This is an optimization exercise on Yosys and OpenROAD, whose aim is a short achievable clock period and few clock cycles, not a production implementation.
The RTL was checked by simulation tests, not by an equivalence proof against the original design.
Power figures rest on the tool's default switching activity, not on a simulated workload.

==> flow/design.v <==
module top (
    input  wire        clk,
    input  wire        rst,
    output wire [31:0] imem_addr,
    input  wire [31:0] imem_rdata,
    output wire [31:0] dmem_addr,
    output wire [31:0] dmem_wdata,
    output wire [3:0]  dmem_wmask,
    output wire        dmem_wen,
    input  wire [31:0] dmem_rdata
);
    reg  [31:2] pco;
    reg  [31:0] pcn;
    wire [31:0] pc_f = ~pcn;
    localparam IB = 3;
    localparam NB = 1 << IB;
    reg             bv   [0:NB-1];
    reg  [29-IB:0]  btag [0:NB-1];
    reg  [29:0]     btgt [0:NB-1];
    reg  [1:0]      bctr [0:NB-1];
    reg         hit_d, pf_d;
    reg  [1:0]  ctr_d;
    reg         hit_e, jal_e;
    reg  [1:0]  ctr_e;
    reg  [31:0] pc_e, bt_e;
    reg         upd_m, hit_m, tk_m;
    reg  [1:0]  ctr_m;
    reg  [31:0] pc_m, bt_m;
    reg         v_d;
    reg  [31:0] ir_d;
    reg  [11:0] bl_d, jl_d;
    reg         cb_d, cj_d;
    reg  [31:0] pc_d;
    reg         v_e;
    reg  [31:0] a_e, b_e, sd_e, link_e, alt_e;
    reg         fs_e;
    reg         we_e, ld_e, st_e, br_e, jalr_e, link_sel_e, pred_e, auipc_e, jf_e;
    reg         k_e, c_eq_e, c_lt_e, c_ltu_e, jm_e;
    reg  [4:0]  rd_e;
    reg  [2:0]  f3_e;
    reg         sub_e, s_add_e, s_slt_e, s_sltu_e, s_xor_e, s_or_e, s_and_e, s_sll_e, s_srl_e, sra_e;
    reg         v_m;
    reg  [31:0] addr_o, resn_m, sd_m;
    wire [31:0] res_m = ~resn_m;
    reg  [3:0]  mask_m;
    reg         we_m, ld_m, swen_m;
    reg  [4:0]  rd_m;
    reg  [2:0]  f3_m;
    reg  [31:0] rf [0:31];
    reg  [31:0] wb_w;
    reg  [4:0]  rd_w;
    reg         wen_w;
    wire [31:0] mw = dmem_rdata;
    wire [1:0]  ma = res_m[1:0];
    wire [7:0]  lbyte = ma[1] ? (ma[0] ? mw[31:24] : mw[23:16]) : (ma[0] ? mw[15:8] : mw[7:0]);
    wire [15:0] lhalf = ma[1] ? mw[31:16] : mw[15:0];
    reg  [31:0] ldata;
    always @(*) begin
        case (f3_m[1:0])
            2'b00:   ldata = {{24{lbyte[7] & ~f3_m[2]}}, lbyte};
            2'b01:   ldata = {{16{lhalf[15] & ~f3_m[2]}}, lhalf};
            default: ldata = mw;
        endcase
    end
    wire [31:0] wb_m  = ld_m ? ldata : res_m;
    wire        wen_m = v_m & we_m;
    assign dmem_addr  = addr_o;
    assign dmem_wdata = sd_m;
    assign dmem_wmask = mask_m;
    assign dmem_wen   = swen_m;
    always @(posedge clk) begin
        wb_w  <= wb_m;
        rd_w  <= rd_m;
        wen_w <= wen_m;
        if (wen_w) rf[rd_w] <= wb_w;
    end
    wire [31:0] a  = a_e;
    wire [31:0] b  = b_e;
    wire [31:0] sd = fs_e ? res_m : sd_e;
    wire [31:0] sum  = sub_e ? a - b : a + b;
    wire        eq   = a == b;
    wire        ltu  = a < b;
    wire        lt   = $signed(a) < $signed(b);
    wire [31:0] sll  = a << b[4:0];
    wire [31:0] sra  = $signed(a) >>> b[4:0];
    wire [31:0] srl  = sra_e ? sra : a >> b[4:0];
    wire [31:0] res_o =
        ({32{s_slt_e}}  & {31'b0, lt}) |
        ({32{s_sltu_e}} & {31'b0, ltu}) |
        ({32{s_xor_e}}  & (a ^ b)) |
        ({32{s_or_e}}   & (a | b)) |
        ({32{s_and_e}}  & (a & b)) |
        ({32{s_sll_e}}  & sll) |
        ({32{s_srl_e}}  & srl) |
        ({32{link_sel_e}} & link_e);
    wire [31:0] res_e = s_add_e ? sum : res_o;
    wire        cond    = f3_e[2] ? (f3_e[1] ? ltu : lt) : eq;
    wire        taken   = cond ^ f3_e[0];
    wire        mis_e   = v_e & ((c_eq_e & (eq ^ k_e)) | (c_lt_e & (lt ^ k_e)) |
                                 (c_ltu_e & (ltu ^ k_e)) | jm_e);
    wire [31:0] tgt_e   = jalr_e ? {sum[31:1], 1'b0} : alt_e;
    wire [1:0]  ea = sum[1:0];
    wire [3:0]  mask_e = f3_e[1] ? 4'b1111 :
                         f3_e[0] ? (ea[1] ? 4'b1100 : 4'b0011) :
                         (4'b0001 << ea);
    wire [31:0] sdata_e = f3_e[1] ? sd : f3_e[0] ? {2{sd[15:0]}} : {4{sd[7:0]}};
    wire [4:0] op  = ir_d[6:2];
    wire [2:0] f3  = ir_d[14:12];
    wire [4:0] rd  = ir_d[11:7];
    wire [4:0] rs1 = ir_d[19:15];
    wire [4:0] rs2 = ir_d[24:20];
    wire d_ctl   = op[4];                        
    wire d_jal   = op[4] & op[1];
    wire d_jalr  = op[4] & ~op[1] & op[0];
    wire d_br    = op[4] & ~op[0];
    wire d_ld    = ~op[4] & ~op[2] & ~op[3];
    wire d_st    = ~op[4] & ~op[2] & op[3];
    wire d_upper = ~op[4] & op[2] & op[0];       
    wire d_lui   = d_upper & op[3];
    wire d_auipc = d_upper & ~op[3];
    wire d_opi   = ~op[4] & op[2] & ~op[0] & ~op[3];
    wire d_op    = ~op[4] & op[2] & ~op[0] & op[3];
    wire use1 = ~d_upper & ~d_jal;
    wire use2 = d_br | d_st | d_op;
    wire d_we = ~d_br & ~d_st & (rd != 5'd0);
    wire [31:0] imm_i = {{20{ir_d[31]}}, ir_d[31:20]};
    wire [31:0] imm_s = {{20{ir_d[31]}}, ir_d[31:25], ir_d[11:7]};
    wire [31:0] imm_b = {{19{ir_d[31]}}, ir_d[31], ir_d[7], ir_d[30:25], ir_d[11:8], 1'b0};
    wire [31:0] imm_u = {ir_d[31:12], 12'b0};
    wire [31:0] imm_j = {{11{ir_d[31]}}, ir_d[31], ir_d[19:12], ir_d[20], ir_d[30:21], 1'b0};
    wire [31:0] imm   = d_st ? imm_s : d_upper ? imm_u : imm_i;
    wire        bm1 = wen_m && rd_m == rs1 && rs1 != 5'd0;
    wire        bm2 = wen_m && rd_m == rs2 && rs2 != 5'd0;
    wire        bw1 = wen_w && rd_w == rs1;
    wire        bw2 = wen_w && rd_w == rs2;
    wire [31:0] r1 = (rs1 == 5'd0) ? 32'd0 : bm1 ? res_m : bw1 ? wb_w : rf[rs1];
    wire [31:0] r2 = (rs2 == 5'd0) ? 32'd0 : bm2 ? res_m : bw2 ? wb_w : rf[rs2];
    wire        bl1 = bm1 & ld_m;
    wire        bl2 = bm2 & ld_m;
    wire fa_d = use1 & v_e & we_e & (rd_e == rs1);
    wire fb_d = (d_op | d_br) & v_e & we_e & (rd_e == rs2);
    wire fs_d = d_st & v_e & we_e & (rd_e == rs2);
    wire hz1 = use1 && we_e && rd_e == rs1;
    wire hz2 = use2 && we_e && rd_e == rs2;
    wire stall = v_d && v_e && ld_e && (hz1 || hz2);
    wire [31:0] pc4_d  = pc_d + 32'd4;
    wire [19:0] hi_p1  = pc_d[31:12] + 20'd1;
    wire [19:0] hi_m1  = pc_d[31:12] - 20'd1;
    wire [19:0] bb_hi  = (cb_d == ir_d[31]) ? pc_d[31:12] : cb_d ? hi_p1 : hi_m1;
    wire [31:0] bb_d   = {bb_hi, bl_d};
    wire [19:0] bj_hi  = pc_d[31:12] + imm_j[31:12] + {19'd0, cj_d};
    wire [31:0] bj_d   = {bj_hi, jl_d};
    wire [31:0] bt_d   = d_jal ? bj_d : bb_d;
    wire        ctl_d  = d_br | d_jal;
    wire        stat_d = d_jal | (d_br & ir_d[31]);
    wire        pred_d = ctl_d & (hit_d ? pf_d : stat_d);
    wire        jf_d   = d_jalr & v_e & auipc_e & (rd_e == rs1) & (rs1 != 5'd0);
    wire [31:0] jx_d   = a_e ^ b_e ^ imm_i;
    wire [31:0] jc_d   = (a_e & b_e) | (a_e & imm_i) | (b_e & imm_i);
    wire [31:0] jt_d   = jx_d + {jc_d[30:0], 1'b0};
    wire        red_d  = v_d & (jf_d | (hit_d ? (pf_d & ~ctl_d) : stat_d));
    wire [31:0] rt_d   = jf_d ? {jt_d[31:1], 1'b0} : hit_d ? pc4_d : bt_d;
    wire arith  = d_op | d_opi;
    wire fsub   = d_op & ir_d[30] & (f3 == 3'b000);
    assign imem_addr = {pco, 2'b00};
    wire [31:0] pc4_f = pc_f + 32'd4;
    reg  [NB-1:0] ioh_f;
    reg  [NB-1:0] ehit;
    reg           hit_f, pt_f;
    reg  [1:0]    ctr_f;
    reg  [29:0]   bsel;
    integer ei;
    always @(*) begin
        hit_f = 1'b0;
        pt_f  = 1'b0;
        ctr_f = 2'b00;
        bsel  = 30'd0;
        for (ei = 0; ei < NB; ei = ei + 1) begin
            ehit[ei] = bv[ei] && btag[ei] == pc_f[31:IB+2];
            hit_f = hit_f | (ioh_f[ei] & ehit[ei]);
            pt_f  = pt_f  | (ioh_f[ei] & ehit[ei] & bctr[ei][1]);
            ctr_f = ctr_f | ({2{ioh_f[ei]}} & bctr[ei]);
            bsel  = bsel  | ({30{ioh_f[ei]}} & btgt[ei]);
        end
    end
    wire [31:0] npc_f = pt_f ? {bsel, 2'b00} : pc4_f;
    wire [1:0]  ctr_up = tk_m ? (ctr_m == 2'b11 ? 2'b11 : ctr_m + 2'b01)
                              : (ctr_m == 2'b00 ? 2'b00 : ctr_m - 2'b01);
    integer bi;
    always @(posedge clk) begin
        if (rst) begin
            for (bi = 0; bi < NB; bi = bi + 1) bv[bi] <= 1'b0;
        end else if (v_m && upd_m && (tk_m || hit_m)) begin
            bv[pc_m[IB+1:2]] <= 1'b1;
        end
    end
    always @(posedge clk) begin
        if (v_m && upd_m && (tk_m || hit_m)) begin
            btag[pc_m[IB+1:2]] <= pc_m[31:IB+2];
            btgt[pc_m[IB+1:2]] <= bt_m[31:2];
            bctr[pc_m[IB+1:2]] <= hit_m ? ctr_up : 2'b10;
        end
    end
    function [NB-1:0] onehot(input [IB-1:0] x);
        onehot = {{(NB-1){1'b0}}, 1'b1} << x;
    endfunction
    wire        s_mis = mis_e;
    wire        s_hld = stall;
    wire        s_red = ~stall & red_d;
    wire        s_seq = ~stall & ~red_d;
    wire [31:0] pc_nm = rst ? 32'h80000000 :
        ({32{s_hld}} & pc_f) | ({32{s_red}} & rt_d) |
        ({32{s_seq & pt_f}} & {bsel, 2'b00}) | ({32{s_seq & ~pt_f}} & pc4_f);
    wire [31:0] pc_mt = rst ? 32'h80000000 : tgt_e;
    wire [31:0] pc_nx = mis_e ? pc_mt : pc_nm;
    wire [31:0] pc_next = {pc_nx[31:2], 2'b00};
    wire [NB-1:0] ioh_nm = rst ? onehot(0) :
        ({NB{s_hld}} & ioh_f) | ({NB{s_red}} & onehot(rt_d[IB+1:2])) |
        ({NB{s_seq & pt_f}} & onehot(bsel[IB-1:0])) | ({NB{s_seq & ~pt_f}} & onehot(pc4_f[IB+1:2]));
    wire [NB-1:0] ioh_mt = rst ? onehot(0) : onehot(tgt_e[IB+1:2]);
    wire [NB-1:0] ioh_next = mis_e ? ioh_mt : ioh_nm;
    always @(posedge clk) begin
        pco   <= pc_next[31:2];
        pcn   <= ~pc_next;
        ioh_f <= ioh_next;
        if (rst) begin
            v_d   <= 1'b0;
            v_e   <= 1'b0;
            v_m   <= 1'b0;
            swen_m <= 1'b0;
        end else begin
            v_m   <= v_e;
            swen_m <= v_e & st_e;
            if (mis_e) begin
                v_d  <= 1'b0;
                v_e  <= 1'b0;
            end else if (stall) begin
                v_e  <= 1'b0;
            end else begin
                v_e  <= v_d;
                v_d  <= ~red_d;
            end
        end
    end
    always @(posedge clk) begin
        if (!stall) begin
            ir_d <= imem_rdata;
            {cb_d, bl_d} <= {1'b0, pc_f[11:0]} +
                {1'b0, imem_rdata[7], imem_rdata[30:25], imem_rdata[11:8], 1'b0};
            {cj_d, jl_d} <= {1'b0, pc_f[11:0]} +
                {1'b0, imem_rdata[20], imem_rdata[30:21], 1'b0};
            pc_d <= pc_f;
            hit_d <= hit_f;
            pf_d  <= pt_f;
            ctr_d <= ctr_f;
        end
        begin
            a_e    <= ({32{fa_d & s_add_e}} & sum) | ({32{fa_d & ~s_add_e}} & res_o) |
                      ({32{~fa_d & ~d_upper & bl1}} & ldata) |
                      ({32{~fa_d & ~(~d_upper & bl1)}} & (d_auipc ? pc_d : d_lui ? 32'd0 : r1));
            b_e    <= ({32{fb_d & s_add_e}} & sum) | ({32{fb_d & ~s_add_e}} & res_o) |
                      ({32{~fb_d & (d_op | d_br) & bl2}} & ldata) |
                      ({32{~fb_d & ~((d_op | d_br) & bl2)}} & ((d_op | d_br) ? r2 : imm));
            sd_e   <= bl2 ? ldata : r2;
            fs_e   <= fs_d;
            link_e <= pc4_d;
            alt_e  <= pred_d ? pc4_d : bt_d;
            we_e   <= d_we;
            ld_e   <= d_ld;
            st_e   <= d_st;
            br_e   <= d_br;
            jalr_e <= d_jalr;
            k_e    <= f3[0] ^ pred_d;
            c_eq_e <= d_br & ~f3[2];
            c_lt_e <= d_br & f3[2] & ~f3[1];
            c_ltu_e <= d_br & f3[2] & f3[1];
            jm_e   <= d_jalr & ~jf_d;
            jf_e   <= jf_d;
            auipc_e <= d_auipc;
            pred_e <= pred_d;
            hit_e  <= hit_d;
            ctr_e  <= ctr_d;
            jal_e  <= d_jal;
            pc_e   <= pc_d;
            bt_e   <= bt_d;
            link_sel_e <= d_jal | d_jalr;
            rd_e   <= rd;
            f3_e   <= f3;
            sub_e    <= fsub;
            s_add_e  <= d_ld | d_st | d_upper | (arith & f3 == 3'b000);
            s_slt_e  <= arith & f3 == 3'b010;
            s_sltu_e <= arith & f3 == 3'b011;
            s_xor_e  <= arith & f3 == 3'b100;
            s_or_e   <= arith & f3 == 3'b110;
            s_and_e  <= arith & f3 == 3'b111;
            s_sll_e  <= arith & f3 == 3'b001;
            s_srl_e  <= arith & f3 == 3'b101;
            sra_e    <= ir_d[30];
        end
        addr_o <= res_e;
        resn_m <= ~res_e;
        sd_m   <= sdata_e;
        mask_m <= mask_e;
        we_m   <= we_e;
        ld_m   <= ld_e;
        rd_m   <= rd_e;
        f3_m   <= f3_e;
        upd_m  <= br_e | jal_e;
        tk_m   <= jal_e | taken;
        hit_m  <= hit_e;
        ctr_m  <= ctr_e;
        pc_m   <= pc_e;
        bt_m   <= bt_e;
    end
endmodule
==> flow/flow/run.sh <==
#!/bin/bash
# Standard ORFS layout (the standard.sh) with synthesis mapped for speed,
# timing repair aimed at a tighter internal target, and ports buffered with
# plain buffers (buf_4) rather than the default delay-cell buffers.
# The SDC is unchanged.
bash standard.sh finish ABC_CLOCK_PERIOD_IN_PS=3500 SETUP_SLACK_MARGIN=9.5 \
  "BUFFER_PORTS_ARGS=-buffer_cell sky130_fd_sc_hd__buf_4" > standard.log 2>&1
==> flow/standard.sh <==
#!/bin/bash
# synth_recipe.tcl (not shown) runs the flow's synth.tcl, then flattens the netlist and writes it again
# the make line also repeats each setting of config.mk as NAME=value (left out here)
make -C /OpenROAD-flow-scripts/flow DESIGN_CONFIG=/design/flow/config.mk WORK_HOME=/design/flow/orfs CLKGATE_MAP_FILE= SYNTH_SCRIPT=/design/flow/synth_recipe.tcl "${@:-finish}"
==> flow/config.mk <==
export PLATFORM = sky130hd
export DESIGN_NAME = top
export DESIGN_NICKNAME = top
export VERILOG_FILES = /design/flow/design.v
export SDC_FILE = /design/flow/constraint.sdc
export NUM_CORES = 4
export LEC_CHECK = 0
export CAP_MARGIN = 20
export CORE_MARGIN = 2
export CORE_UTILIZATION = 40
export PLACE_DENSITY = 0.6
export SLEW_MARGIN = 20
==> flow/constraint.sdc <==
create_clock -name core_clock -period 13.0 [get_ports {clk}]
set_input_delay 2.6000 -clock core_clock [delete_from_list [all_inputs] [get_ports {clk}]]
set_output_delay 2.6000 -clock core_clock [all_outputs]
set_load 0.01 [all_outputs]
==> metrics.md, run 1 <==
| Metric | Value |
|---|---|
| Outcome | timing/DRC/antenna clean |
| Largest net degree at the start of global routing | 73 |
| Synth top area share | 0.463 |
| Clk root buf | clkbuf_16 |
| Clock Latency Late Sink | roughly 0.96 ns |
| Setup violations, final | 0 |
| Async SR Flop Fraction | 0 |
| Via density | 6.40 |
| Syn Std Cell Area | 103000 um2 |
| Num rows | about 190 |
| Via Count | 73.0k |
| Die W | 511 um |
| Htree depth | 4 |
| Netlist cell types | between 100 and 150 |
| Sequential element share of the synthesized area | 0.571 |
| GRT busiest layer | met2 |
| Fin. Hold Viols | 0 |
| Max IR drop VDD | 0.158 mV |
| Setup TNS | 0 ns |
| Overall power | 19600 uW |
| Maxcap violations | 0 |
| Critical path required time | 10.40 ns |
| Syn. warnings | 1 |
| Clock skew | between 0.1 and 0.15 ns |
| Crit-path cells | buf_6 |
| CP endpoint kind | output pin |
| Initial DRT Pass Iterations | 8 |
| GPL Wtd Cong | 0.994 |
| GRT Util Overall | 0.287 |
| CP Launch Type | register |
| Initial Utilization | 0.401 |
| Fin crit period | between 4 and 5 ns |
| Critical path class | reg2out |
| Largest cells by area after synthesis | edfxtp_1, mux4_2, dfxtp_1 |
| FMAX | about 0.25 GHz |
| Avg Synthesized Cell Area | between 10 and 15 um2 |
| Count of pins over their slew limit | 0 |
| Least-Margin Pin Slew | approximately 1.2 ns |
| RSZ-0062 raised after global routing | true |
| Port Buffers | 162 |
| Area leader, netlist | edfxtp_1 |
| Detailed Route WL | a little under 400000 um |
| Crit-path max cell delay | 0.35 ns |
| Ys flop type | edfxtp_1 |
| CTS tree | done |
| Core area | 256000 um2 |
| Congestion Overflow GR | 0 |
| Clock Path Buffers | 3 |
| Power per Cell Area | 156 nW/um2 |
| Relative slew slack | 0.170 |
| GR Layer Usage met3 | 0.0606 |
| Worst hold slack | roughly 0.23 ns |
| Routed len/inst | 34.1 um |
| DR iter-0 viols | 9451 |
| Fraction of layout cells with a size suffix above 1 | 0.335 |
| # IOs | 167 |
| CTS buffer count | 221 |
| GR Layer Usage met1 | 0.369 |
| CP delay by family, top | flip-flops |
| Yosys reg bits | 2136 |
| Filler Cell Count | ~22k |
| Met2 global-route usage | 0.452 |
| Commonest non-fill, non-tap cell in the layout | edfxtp_1 |
| Vias in the first global route | 70.3k |
| Post-synth EDFFs | 1582 |
| Routed Antenna Nets | 0 |
| Commonest non-fill, non-tap cells in the layout | edfxtp_1, mux4_2, buf_4, nand2_1, nor2_1 |
| Worst-path fanout max | 1 |
| Detail Placement HPWL | approximately 250000 um |
| DR DRC count | 0 |
| Tcrit/Tclk final | 0.309 |
| First-pass GRT wire length | 536000 um |
| Die Ht | 511 um |
| Syn Inst Count | 7327 |
| Final #Nets | 8098 |
| Initial antenna violation count | 26 |
| Arr. time, crit path | between 1 and 1.5 ns |
| Area of the die | 261000 um2 |
| Worst-path clk slew | 0.07 ns |
| CTS Sinks | 2136 |
| Worst min path class | reg2reg |
| Layout area overhead | 22.3% |
| Slowest cell on crit path | dfxtp_2 |
| CP Buf/Inv Count | 1 |
| Lkg Pwr | 0.0432 uW |
## per-layer routing
layer / routed length [um] / vias up
li1: - / 29941
met1: 144000 / 37422
met2: 180000 / 4599
met3: 38900 / 1022
met4: 25500 / 4
met5: 27 / -
## cell type report
| cell class | instances | area [um2] | share of cell area |
|---|---|---|---|
| repair buffers | 750 | 7980 | 0.0636 |
| multi-input cells | 4440 | 45600 | 0.364 |
| repair inverters | 3 | 26.3 | 0.000209 |
| clock buffers | 285 | 6120 | 0.0488 |
| well taps | 3384 | 4230 | 0.0337 |
| inverters | 260 | 1050 | 0.00833 |
| flip-flops and latches | 2136 | 59000 | 0.470 |
| diodes | 19 | 47.5 | 0.000379 |
| clock inverters | 132 | 1450 | 0.0116 |
## where the power goes
part	switching [uW]	total [uW]	internal, uW
clock network	2830	6520	3690
logic	2710	4590	1880
registers	573	8480	7910
total	6110	19600	13500
## state kept, by name (all words and copies together), names as in the netlist, 32 cells and up, named ones only
signal	flops
addr_o	32
rf	1024
wb_w	32
sd_m	32
btag	216
resn_m	32
sd_e	32
btgt	240
b_e	32
a_e	32
## final timing paths
kind                            from               end  slack [ns]  cells past startpoint
setup / recovery    sd_m[26]$_DFF_P_    dmem_wdata[26]        8.98                      1
setup reg to reg  ir_d[31]$_DFFE_PN_   pcn[30]$_DFF_P_        8.99                     13
hold / removal      ctr_e[1]$_DFF_P_  ctr_m[1]$_DFF_P_        0.23                      0
hold reg to reg     ctr_e[1]$_DFF_P_  ctr_m[1]$_DFF_P_        0.23                      0
## cells by family (layout without fill, tap and decap cells)
logic type	Yosys count	in the layout	synth area share
buf+inv	756	1430	0.0292
compound gates	1531	1531	0.0998
mux	903	903	0.174
simple gates	1402	1406	0.0649
flops	2136	2136	0.571
fa+ha+maj	220	220	0.0296
xor+xnor	378	378	0.0322
other cells	1	21	0.0000365
## through the flow
| step | cell area, um2 | utilization | setup WS, ns | cells |
|---|---|---|---|---|
| after floorplan | 103000 | - | 8.85 | 7328 |
| after global placement | 108000 | 0.424 | 7.33 | 10559 |
| after detailed placement | 108000 | 0.424 | 7.35 | 10560 |
| after CTS | 123000 | 0.479 | 8.93 | 11241 |
| after global routing | 126000 | 0.490 | 8.94 | 11396 |
| final | 126000 | 0.491 | 8.98 | 11409 |
## cells in the mapped netlist, types with 30 or more instances
| master | count |
|---|---|
| edfxtp_1 | 1582 |
| a22oi_1 | 155 |
| inv_1 | 254 |
| o22ai_1 | 55 |
| nand3_1 | 64 |
| o21ai_0 | 324 |
| nand4_1 | 98 |
| mux4_2 | 703 |
| a21oi_1 | 341 |
| nor3_1 | 83 |
| dfxtp_1 | 554 |
| nor4_1 | 107 |
| o221ai_1 | 30 |
| mux2i_1 | 188 |
| fa_1 | 38 |
| xnor2_1 | 254 |
| xor2_1 | 124 |
| a21o_1 | 79 |
| nor2_1 | 437 |
| clkbuf_1 | 323 |
| or3_1 | 30 |
| a221oi_1 | 64 |
| a31oi_1 | 42 |
| ha_1 | 182 |
| buf_1 | 60 |
| o211ai_1 | 98 |
| buf_2 | 106 |
| nand2_1 | 400 |
| a211oi_1 | 63 |
## repair_timing
item                                    in CTS  in global routing
endpoints found under the setup margin     445                303
hold buffers                                 0                  0
pin swaps                                  155                187
endpoints found under the hold margin        0                  0
cloned                                      32                 14
resized for setup                          895                342
buffers inserted                           232                134
Testbench counts, summed over its fixed seeds: cycles 49,440.
==> run 2, diff against run 1 <==
--- a/flow/design.v
+++ b/flow/design.v
@@ -96,9 +96,12 @@
     wire [31:0] res_e = s_add_e ? sum : res_o;
     wire        cond    = f3_e[2] ? (f3_e[1] ? ltu : lt) : eq;
     wire        taken   = cond ^ f3_e[0];
-    wire        mis_e   = v_e & ((c_eq_e & (eq ^ k_e)) | (c_lt_e & (lt ^ k_e)) |
-                                 (c_ltu_e & (ltu ^ k_e)) | jm_e);
-    wire [31:0] tgt_e   = jalr_e ? {sum[31:1], 1'b0} : alt_e;
+    reg         jmr;
+    reg  [31:0] jtr;
+    wire        ve      = v_e & ~jmr;
+    wire        mis_e   = ve & ((c_eq_e & (eq ^ k_e)) | (c_lt_e & (lt ^ k_e)) |
+                                (c_ltu_e & (ltu ^ k_e)));
+    wire [31:0] tgt_e   = alt_e;
     wire [1:0]  ea = sum[1:0];
     wire [3:0]  mask_e = f3_e[1] ? 4'b1111 :
                          f3_e[0] ? (ea[1] ? 4'b1100 : 4'b0011) :
@@ -208,13 +211,13 @@
     wire        s_hld = stall;
     wire        s_red = ~stall & red_d;
     wire        s_seq = ~stall & ~red_d;
-    wire [31:0] pc_nm = rst ? 32'h80000000 :
+    wire [31:0] pc_nm = rst ? 32'h80000000 : jmr ? jtr :
         ({32{s_hld}} & pc_f) | ({32{s_red}} & rt_d) |
         ({32{s_seq & pt_f}} & {bsel, 2'b00}) | ({32{s_seq & ~pt_f}} & pc4_f);
     wire [31:0] pc_mt = rst ? 32'h80000000 : tgt_e;
     wire [31:0] pc_nx = mis_e ? pc_mt : pc_nm;
     wire [31:0] pc_next = {pc_nx[31:2], 2'b00};
-    wire [NB-1:0] ioh_nm = rst ? onehot(0) :
+    wire [NB-1:0] ioh_nm = rst ? onehot(0) : jmr ? onehot(jtr[IB+1:2]) :
         ({NB{s_hld}} & ioh_f) | ({NB{s_red}} & onehot(rt_d[IB+1:2])) |
         ({NB{s_seq & pt_f}} & onehot(bsel[IB-1:0])) | ({NB{s_seq & ~pt_f}} & onehot(pc4_f[IB+1:2]));
     wire [NB-1:0] ioh_mt = rst ? onehot(0) : onehot(tgt_e[IB+1:2]);
@@ -223,15 +226,18 @@
         pco   <= pc_next[31:2];
         pcn   <= ~pc_next;
         ioh_f <= ioh_next;
+        jtr   <= {sum[31:1], 1'b0};
         if (rst) begin
+            jmr   <= 1'b0;
             v_d   <= 1'b0;
             v_e   <= 1'b0;
             v_m   <= 1'b0;
             swen_m <= 1'b0;
         end else begin
-            v_m   <= v_e;
-            swen_m <= v_e & st_e;
-            if (mis_e) begin
+            jmr   <= ve & jm_e;
+            v_m   <= ve;
+            swen_m <= ve & st_e;
+            if (mis_e || jmr) begin
                 v_d  <= 1'b0;
                 v_e  <= 1'b0;
             end else if (stall) begin
==> metrics.md, run 2 <==
| Metric | Value |
|---|---|
| GRT Util Overall | 0.287 (+0.000376) |
| Post-synth EDFFs | 1582 (unchanged) |
| Die Ht | 513 um (+0.35%) |
| Final worst slack | 8.98 ns (-0.00728 ns) |
| CTS Hold Bufs | 0 (unchanged) |
| Largest cells by area after synthesis | edfxtp_1, mux4_2, dfxtp_1 |
| Initial DRT Pass Iterations | 6 (-2) |
| Netlist cell types | 100 (-5.7%) |
| Worst Hold Launch | pc_e[28]$_DFF_P_ |
| Critical R2R Launch | ir_d[28]$_DFFE_PN_ |
| Routed Antenna Nets | 0 (unchanged) |
| Clk root buf | clkbuf_16 |
| Syn Inst Count | 7389 (+0.85%) |
| CP Launch Type | register |
| RSZ-0062 raised after global routing | true |
| Synth top area share | 0.459 (-0.00325) |
| Fin. Hold Viols | 0 (unchanged) |
| Max IR drop VDD | 0.151 mV (-4.4%) |
| Ys flop type | edfxtp_1 |
| Avg Synthesized Cell Area | 14.0 um2 (-0.14%) |
| Detail Placement HPWL | 246000 um (about the same) |
| Via density | 6.36 (-0.56%) |
| Top post-synthesis cells by count | edfxtp_1, mux4_2, dfxtp_1 |
| Core area | 257000 um2 (+0.36%) |
| Arr. time, crit path | 1.42 ns (about the same) |
| Initial Utilization | 0.403 (+0.00138) |
| Biggest register | rf |
| Critical path required time | 10.40 ns (about the same) |
| Congestion Overflow GR | 0 (unchanged) |
| Count of pins over their slew limit | 0 (unchanged) |
| Port Buffers | 162 (unchanged) |
| Register-to-Register Path Depth | 14 (+1) |
| DR iter-0 viols | 10.1k (+6.9%) |
| Hold-critical path depth | 0 (unchanged) |
| Critical path class | reg2out |
| Num rows | 186 (unchanged) |
| Async SR Flop Fraction | 0 (unchanged) |
| Area of the die | 263000 um2 (+0.70%) |
| Utilization after layout | 0.496 (+0.00547) |
| CTS tree | done |
| Maxcap violations | 0 (unchanged) |
| Initial antenna violation count | 24 (-7.7%) |
| Routed len/inst | 34.2 um (+0.38%) |
| GPL Wtd Cong | 0.979 (-1.5%) |
| Setup violations, final | 0 (unchanged) |
| Slowest cell on crit path | dfxtp_4 |
| Area of the multi-input gates | 45900 um2 (+0.61%) |
| Crit-path cells | buf_6 |
| Worst r2r dst | pco[17]$_DFF_P_ |
| Sequential element share of the synthesized area | 0.572 (+0.00180) |
| Area leader, netlist | edfxtp_1 |
| Layout area overhead | 23.2% |
| Commonest non-fill, non-tap cells in the layout | edfxtp_1, mux4_2, buf_4, nor2_1, dfxtp_1 |
| FMAX | 0.249 GHz (-0.18%) |
| DR DRC count | 0 (unchanged) |
| CP delay by family, top | flip-flops |
| Fraction of layout cells with a size suffix above 1 | 0.339 (+0.00384) |
| Fin crit period | 4.02 ns (+0.00728 ns) |
| Lkg Pwr | 0.0445 uW (+3.0%) |
| Hold path endpoint | pc_m[28]$_DFF_P_ |
| Filler Cell Count | 21.6k (+0.30%) |
| Most frequent cell after synthesis | edfxtp_1 |
| Tcrit/Tclk final | 0.309 (+0.000560) |
| Worst-path clk slew | 0.06 ns (about the same) |
| Worst-path fanout max | 1 (unchanged) |
| Htree depth | 4 (unchanged) |
| Worst min path class | reg2reg |
| Syn. warnings | 1 (unchanged) |
| Reg area | 59600 um2 (+0.96%) |
| Yosys reg bits | 2166 (+1.4%) |
| Power per Cell Area | 180 nW/um2 (+15%) |
| Vias in the first global route | 69.9k (-0.55%) |
| Worst hold slack | 0.325 ns (+0.0920 ns) |
| Clock Path Buffers | 3 (unchanged) |
| First-pass GRT wire length | 538000 um (+0.42%) |
| Commonest non-fill, non-tap cell in the layout | edfxtp_1 |
| Least-Margin Pin Slew | 1.19 ns (-0.0578 ns) |
| Clock skew | 0.0933 ns (-0.0389 ns) |
| # IOs | 167 (unchanged) |
| Largest net degree at the start of global routing | 68 (-6.8%) |
| Clock Latency Late Sink | 0.94 ns (-0.02 ns) |
| Die W | 513 um (+0.35%) |
| CP endpoint kind | output pin |
| Via Count | 73.2k (+0.32%) |
| Max reg flops | 1024 (unchanged) |
| Outcome | timing/DRC/antenna clean |
| Crit-path max cell delay | 0.37 ns (+0.02 ns) |
| Pre-CTS WS | 6.90 ns (-0.445 ns) |
| CTS Sinks | 2166 (+1.4%) |
| CTS buffer count | 220 (-0.45%) |
| Relative slew slack | 0.206 (+0.0359) |
| Setup TNS | 0 ns (unchanged) |
| CP Buf/Inv Count | 1 (unchanged) |
| Final #Nets | 8208 (+1.4%) |
| Detailed Route WL | 394000 um (+1.3%) |
| Syn Std Cell Area | 103000 um2 (+0.71%) |
| Reg-to-reg setup timing slack | 9.09 ns (+0.10 ns) |
-- run 2: routing by layer --
metal / track usage / routed length, um
met5: 0 / 40
met4: 0.155 / 26500
met3: 0.0595 / 41100
met2: 0.448 / 180000
met1: 0.377 / 146000
-- run 2: area by class of cell --
type                            instances  share of cell area
Sequential cell                      2166               0.468
Multi-Input combinational cell       4427               0.360
Timing Repair Buffer                  818              0.0704
Clock buffer                          276              0.0465
Tap cell                             3384              0.0332
Clock inverter                        137              0.0124
Inverter                              286             0.00903
Timing Repair inverter                  3            0.000304
Antenna cell                           12            0.000236
-- run 2: worst max path at each step --
stage / startpoint / to / slack, ns / cells after the start
after floorplan: imem_rdata[9] / cb_d$_DFFE_PN_ / 8.85 / 8
after global placement: b_e[0]$_DFF_P_ / pco[31]$_DFF_P_ / 6.97 / 12
after detailed placement: b_e[0]$_DFF_P_ / pco[31]$_DFF_P_ / 6.90 / 12
after CTS: sd_m[29]$_DFF_P_ / dmem_wdata[29] / 8.93 / 1
after global routing: sd_m[29]$_DFF_P_ / dmem_wdata[29] / 8.94 / 1
final: sd_m[29]$_DFF_P_ / dmem_wdata[29] / 8.98 / 1
-- run 2: timing repair --
action,4_1_cts,5_1_grt
hold endpoints to repair,0,0
setup buffers,193,228
cloned,31,27
resized for setup,889,457
setup endpoints to repair,464,265
pin swaps,128,236
-- run 2: cells by family after synthesis --
family                     share of synthesized area
DFF                                            0.572
xor gates and xnor gates                      0.0329
and+or+nand+nor                               0.0620
buffers and inverters                         0.0302
muxes                                          0.174
adders and majority gates                     0.0294
other                                      0.0000363
AOI/OAI and AO/OA                             0.0996
-- run 2: metrics by stage --
step           power, uW  std cells  area (um2)
2_1_floorplan      12300       7390      104000
3_3_place_gp       14700      10603      109000
3_5_place_dp       14700      10603      109000
4_1_cts            22000      11240      123000
5_1_grt            23500      11504      127000
6_report           22900      11509      127000
-- run 2: where the power goes --
group	internal, uW	switching, uW
clock network	3660	2870
registers	8460	1050
logic	2790	4060
Testbench counts of run 2, summed over its fixed seeds: cycles 49,440.
==> run 3, diff against run 2 <==
--- a/flow/design.v
+++ b/flow/design.v
@@ -12,7 +12,7 @@
     reg  [31:2] pco;
     reg  [31:0] pcn;
     wire [31:0] pc_f = ~pcn;
-    localparam IB = 3;
+    localparam IB = 4;
     localparam NB = 1 << IB;
     reg             bv   [0:NB-1];
     reg  [29-IB:0]  btag [0:NB-1];
==> metrics.md, run 3 <==
| Metric | Value |
|---|---|
| Detailed Route WL | 489000 um (+24%) |
| Vias in the first global route | 84.0k (+20%) |
| Routed len/inst | 36.1 um (+5.5%) |
| Core area | 306000 um2 (+19%) |
| Setup TNS | 0 ns (unchanged) |
| Via Count | 86.8k (+19%) |
| Worst-path fanout max | 4 (+3) |
| Initial Utilization | 0.402 (-0.000556) |
| Fraction of layout cells with a size suffix above 1 | 0.290 (-0.0490) |
| Crit-path cells | buf_6 -> fa_2 -> a21boi_4 -> fa_2 -> a21o_1 -> a221o_1 -> a211o_1 -> a22o_4 -> a221o_2 -> a211oi_2 -> nor2_1 -> xnor2_2 -> o211a_1 -> o41a_1 |
| Final worst slack | 8.61 ns (-0.368 ns) |
| Utilization after layout | 0.486 (-0.00977) |
| Area leader, netlist | edfxtp_1 |
| CP delay by family, top | compound AO/OA/AOI/OAI gates |
| Crit-path max cell delay | 0.46 ns (+0.09 ns) |
| Num rows | 203 (+9.1%) |
| Max reg flops | 1024 (unchanged) |
| CP endpoint kind | register |
| # IOs | 167 (unchanged) |
| GRT Util Overall | 0.305 (+0.0180) |
| Initial DRT Pass Iterations | 6 (unchanged) |
| Syn Std Cell Area | 123000 um2 (+19%) |
| Worst min path class | reg2reg |
| Reg area | 73700 um2 (+24%) |
| DR DRC count | 0 (unchanged) |
| Synth top area share | 0.497 (+0.0381) |
| Yosys reg bits | 2638 (+22%) |
| CTS Hold Bufs | 0 (unchanged) |
| CP Launch Type | register |
| CTS buffer count | 292 (+33%) |
| Initial antenna violation count | 43 (+79%) |
| First-pass GRT wire length | 667000 um (+24%) |
| Arr. time, crit path | 5.13 ns (+3.71 ns) |
| Fin crit period | 4.39 ns (+0.368 ns) |
| Die W | 559 um (+9.0%) |
| Fin cells | 13.5k (+18%) |
| Setup violations, final | 0 (unchanged) |
| Ys flop type | edfxtp_1 |
| Largest cells by area after synthesis | edfxtp_1, mux4_2, dfxtp_1 |
| Layout area overhead | 20.9% |
| Die Ht | 559 um (+9.0%) |
| Clock skew | 0.0999 ns (+0.00660 ns) |
| Critical path required time | 13.74 ns (+3.34 ns) |
| Syn. warnings | 1 (unchanged) |
| RSZ-0062 raised after global routing | true |
| Clock Latency Late Sink | 0.93 ns (about the same) |
| CP Buf/Inv Count | 1 (unchanged) |
| Port Buffers | 162 (unchanged) |
| Area of the die | 312000 um2 (+19%) |
| Critical path class | reg2reg |
| Commonest non-fill, non-tap cell in the layout | edfxtp_1 |
| Avg Synthesized Cell Area | 14.2 um2 (+1.4%) |
| Routed Antenna Nets | 0 (unchanged) |
| Largest net degree at the start of global routing | 73 (+7.4%) |
| Least-Margin Pin Slew | 1.28 ns (+0.0982 ns) |
| Slowest cell on crit path | fa_2 |
| Fin. Hold Viols | 0 (unchanged) |
| Commonest non-fill, non-tap cells in the layout | edfxtp_1, mux4_2, nor2_1, buf_4 |
| Sequential element share of the synthesized area | 0.595 (+0.0227) |
| CTS Sinks | 2638 (+22%) |
| Area of the multi-input gates | 50300 um2 (+9.6%) |
| Top post-synthesis cells by count | edfxtp_1, mux4_2, dfxtp_1 |
| Htree depth | 5 (+1) |
| Biggest register | rf |
| Clk root buf | clkbuf_16 |
| Relative slew slack | 0.142 (-0.0639) |
| Tcrit/Tclk final | 0.338 (+0.0283) |
| GPL Wtd Cong | 0.996 (+1.8%) |
| Crit-path most repeated cell | fa_2 |
| Detail Placement HPWL | 305000 um (+24%) |
| Max IR drop VDD | 0.160 mV (+5.7%) |
| Final #Nets | 9480 (+15%) |
| Async SR Flop Fraction | 0 (unchanged) |
| Power per Cell Area | 194 nW/um2 (+8.0%) |
| CTS tree | done |
| Outcome | timing/DRC/antenna clean |
| FMAX | 0.228 GHz (-8.4%) |
| Most frequent cell after synthesis | edfxtp_1 |
| Post-synth EDFFs | 2038 (+29%) |
| Count of pins over their slew limit | 0 (unchanged) |
| Filler Cell Count | 26.1k (+21%) |
| Clock Path Buffers | 4 (+1) |
| DR iter-0 viols | 12.2k (+21%) |
| Worst-path clk slew | 0.06 ns (about the same) |
| Lkg Pwr | 0.0510 uW (+15%) |
| Maxcap violations | 0 (unchanged) |
| Syn Inst Count | 8667 (+17%) |
| Pre-CTS WS | 7.15 ns (+0.247 ns) |
| Netlist cell types | 107 (+7.0%) |
| Cells after DPL | 12.6k (+19%) |
| Congestion Overflow GR | 0 (unchanged) |
| Via density | 6.40 (+0.67%) |
run 3: changes by cell type after synthesis, sizes merged, moves of 48 or more:
| cell | change |
|---|---|
| o21ai | +49 |
| xor2 | +221 |
| a221oi | +63 |
| buf | +70 |
| nand4 | +118 |
| a22oi | -48 |
| nor2 | +94 |
| nor4 | +55 |
| a22o | +92 |
| edfxtp | +456 |
run 3: logic make-up after synthesis:
family,synth area share
flops,0.595
fa+ha+maj,0.0247
xor+xnor,0.0414
compound gates,0.0956
mux,0.145
simple gates,0.0704
buf+inv,0.0274
other cells,0.0000305
run 3: path summary, 6_finish.rpt:
check                           cells after the start              end          startpoint  slack (ns)
worst min-delay path                                0  bt_m[2]$_DFF_P_     bt_e[2]$_DFF_P_        0.26
worst min register to register                      0  bt_m[2]$_DFF_P_     bt_e[2]$_DFF_P_        0.26
worst max-delay path                               14  pco[29]$_DFF_P_  ir_d[21]$_DFFE_PN_        8.61
worst max register to register                     14  pco[29]$_DFF_P_  ir_d[21]$_DFFE_PN_        8.61
run 3: cell type report:
cell class | instances | area share
inverters | 279 | 0.00748
clock inverters | 137 | 0.0112
well taps | 4100 | 0.0345
clock buffers | 391 | 0.0544
repair buffers | 791 | 0.0589
multi-input cells | 5191 | 0.338
diodes | 20 | 0.000336
flip-flops and latches | 2638 | 0.495
repair inverters | 1 | 0.0000504
run 3: metrics by stage:
stage	total power [uW]	area (um2)	hold slack, ns
2_1_floorplan	15200	124000	0.310
3_3_place_gp	18800	130000	0.311
3_5_place_dp	18900	130000	0.312
4_1_cts	28300	147000	0.268
5_1_grt	29600	149000	0.274
6_report	28900	149000	0.264
run 3: routing by layer:
layer | wire (um) | vias to the layer above | track usage
met4 | 33400 | 16 | 0.176
li1 | - | 35231 | -
met1 | 186000 | 44728 | 0.402
met3 | 52300 | 1158 | 0.0697
met5 | 151 | - | 0
met2 | 218000 | 5631 | 0.464
run 3: power by group:
part	leakage, uW	switching (uW)	internal, uW	total [uW]
clock	0.00472	3550	4940	8490
sequential	0.0237	1430	10500	11900
combinational	0.0226	5330	3170	8490
total	0.0510	10300	18600	28900
run 3: repair_timing:
item | 4_1_cts | 5_1_grt
buffers inserted | 245 | 103
resized for setup | 923 | 265
setup endpoints to repair | 438 | 303
pin swaps | 143 | 126
gates cloned | 42 | 8
Testbench counts of run 3, summed over its fixed seeds: cycles 49,185.

-- static timing again, ports no longer ideal --
The results above use ideal ports. As a check the final layouts listed here were re-extracted and re-timed, cells and wires unchanged. Step 1 (the two cells are an assumption about what drives the block):
set clk [get_ports {clk}]
set_driving_cell -lib_cell sky130_fd_sc_hd__clkbuf_16 $clk
set_driving_cell -lib_cell sky130_fd_sc_hd__buf_2 [delete_from_list [all_inputs] $clk]
Step 2 adds t to the input delays and takes it off the output delays; t is the mean of the earliest and latest rising clock arrival at the registers after step 1. Input paths then give back, and output paths get back, about the clock's delay inside the block. a / b / c = ideal / step 1 / step 2; a / b = the first two.
run	shift t [ns]	setup WS [ns]	pins driven straight from the clock port
run 1	0.986	8.985 / 8.891 / 8.372	1
run 2	0.983	8.978 / 8.887 / 8.386	1
run 3	0.993	8.610 / 8.610 / 8.168	1
After both steps setup and hold are still met in every run listed. For run 1, which loses most, drivers alone change the setup slack by -0.094 ns; drivers and shift together by -0.613 ns.
